What follows belongs to an exercise in optimizing a design on an open flow for a short achievable clock period; a production flow would make more cautious choices.
In this exercise RTL edits were held to simulation tests only and were not proved equivalent to the original.
Power figures rest on the tool's default switching activity, not on a simulated workload.

Setup of run P:
// riscv_core
module riscv_core (
	input         clock,
	input         reset,
	output [31:0] PC_out,
	input  [31:0] instr_in,
	output        instr_en,
	output [31:0] data_addr,
	output        ren,
	output        wen,
	output [31:0] data_out,
	input  [31:0] data_in,
	output [3:0]  byte_select,
	input         memReady,
	input         software_interrupt,
	input         timer_interrupt,
	input         external_interrupt
);
Size: ~13000 cells after synthesis, roughly 2000 flip-flops, roughly 0.12 mm^2 of cells after synthesis.
==> flow/config.mk <==
export PLATFORM = sky130hd
export DESIGN_NAME = riscv_core
export DESIGN_NICKNAME = riscv_core
export VERILOG_FILES = /design/flow/design.v
export SDC_FILE = /design/flow/constraint.sdc
export NUM_CORES = 8
export LEC_CHECK = 0
export CAP_MARGIN = 20
export CORE_MARGIN = 2
export CORE_UTILIZATION = 45
export PLACE_DENSITY = 0.65
export SETUP_SLACK_MARGIN = 5
export SLEW_MARGIN = 20
==> flow/constraint.sdc <==
create_clock -name core_clock -period 12.5 [get_ports {clock}]
set_input_delay 2.5000 -clock core_clock [delete_from_list [all_inputs] [get_ports {clock}]]
set_output_delay 2.5000 -clock core_clock [all_outputs]
set_load 0.01 [all_outputs]
run.sh (not shown) runs the stock make flow with config.mk's settings and CLKGATE_MAP_FILE= SYNTH_SCRIPT=/design/flow/synth_recipe.tcl, a recipe that flattens the netlist after the stock synthesis.
Inputs modified between run P and run M:
# run P
export LEC_CHECK = 0
export CAP_MARGIN = 20
export CORE_MARGIN = 2
export CORE_UTILIZATION = 45
export PLACE_DENSITY = 0.65
export SETUP_SLACK_MARGIN = 5
export SLEW_MARGIN = 20
create_clock -name core_clock -period 12.5 [get_ports {clock}]
# run M
export LEC_CHECK = 0
export CAP_MARGIN = 20
export CORE_MARGIN = 2
export CORE_UTILIZATION = 32
export SETUP_SLACK_MARGIN = 5
export SLEW_MARGIN = 20
create_clock -name core_clock -period 12.5 [get_ports {clock}]
--- outcome ---
Compared with run P, in run M peak supply drop went up by 0.020 mV; total power draw went up by about 0.66%; sum of routed wire segments on met1 went up by 1.7%; global-route usage went down by 14 points. Run M against run P: fraction of met1 tracks used by global routing now sits lower; synthesis-to-layout area growth now sits higher.

* * *

riscv_core, a different RTL version from the one above (not shown whole).
Size: about 2400 flip-flops, ~140000 um2 of cells after synthesis.
Settings: LEC_CHECK=0, CAP_MARGIN=20, CORE_MARGIN=2, CORE_UTILIZATION=32, SLEW_MARGIN=20; clock period 12.5 ns.
standard.sh (not shown) runs the stock make flow with config.mk's settings and CLKGATE_MAP_FILE= SYNTH_SCRIPT=/design/flow/synth_recipe.tcl, a recipe that flattens the netlist after the stock synthesis.
==> flow/flow/run.sh <==
#!/bin/bash
# Layout flow: the standard flow (standard.sh) with these changes to how the
# layout is optimised; synthesis is the standard one, run first on its own.
#  - the setup repair steps aim for a larger slack margin, so that repair_timing
#    keeps improving paths that already meet the 12.5 ns clock;
#  - memReady and instr_en, the only input-to-output path, get adjacent pins;
#  - ports are buffered with buf_4 and the delay cells are not used, so that
#    the resizer does not put slow delay buffers on the port paths;
#  - after global routing, the gate that drives instr_en's output buffer gets
#    its own memReady input buffer, placed with it next to the two pins
#    (flow/post_grt.tcl, flow/eco_io.tcl).
set -euo pipefail
here=$(pwd)
bash standard.sh synth > "$here/synth.log" 2>&1
export DONT_USE_CELLS="sky130_fd_sc_hd__dlygate4sd1_1 sky130_fd_sc_hd__dlygate4sd2_1 sky130_fd_sc_hd__dlygate4sd3_1 sky130_fd_sc_hd__clkdlybuf4s15_1 sky130_fd_sc_hd__clkdlybuf4s15_2 sky130_fd_sc_hd__clkdlybuf4s18_1 sky130_fd_sc_hd__clkdlybuf4s18_2 sky130_fd_sc_hd__clkdlybuf4s25_1 sky130_fd_sc_hd__clkdlybuf4s25_2 sky130_fd_sc_hd__clkdlybuf4s50_1 sky130_fd_sc_hd__clkdlybuf4s50_2 sky130_fd_sc_hd__dlymetal6s2s_1 sky130_fd_sc_hd__dlymetal6s4s_1 sky130_fd_sc_hd__dlymetal6s6s_1"
bash standard.sh SETUP_SLACK_MARGIN=7.3 IO_CONSTRAINTS="$here/flow/io.tcl" \
  "BUFFER_PORTS_ARGS=-buffer_cell sky130_fd_sc_hd__buf_4" \
  POST_GLOBAL_ROUTE_TCL="$here/flow/post_grt.tcl" finish > "$here/layout.log" 2>&1
Other scripts of this flow, unchanged in this note and not shown: flow/flow/eco_io.tcl, flow/flow/io.tcl, flow/flow/post_grt.tcl
Next try:
CAP_MARGIN = 30   (was 20)
SLEW_MARGIN = 30   (was 20)
=> Power rises slightly; sequential power barely changes; worst setup slack gains 0.024 ns; global-route usage hardly moves.

-- port drivers added, routing unchanged --
The results above use ideal ports. As a check the final layouts listed here were re-extracted and re-timed, cells and wires unchanged.
Step 1 assumes that a clkbuf_16 drives the clock port and a buf_2 every other input.
Step 2 also shifts input and output timing later by t, the mid clock arrival at the registers, as if the neighbouring blocks saw the same clock.
a / b / c = no drivers / after step 1 / after step 2; a / b = the first two.
run | shift t [ns] | slack for setup (ns) | worst setup path after step 2
run P | 1.052 | 4.873 / 4.873 / 4.320 | input to register
run M | 1.005 | 5.004 / 5.004 / 4.320 | input to register
the first run of note 2 | 1.086 | 7.100 / 6.964 / 6.157 | input to register
the second run of note 2 | 1.081 | 7.123 / 6.962 / 5.953 | input to register
After both steps setup and hold are still met in every run listed. For the second run of note 2, which loses most, drivers alone change the setup slack by -0.161 ns; drivers and shift together by -1.170 ns.
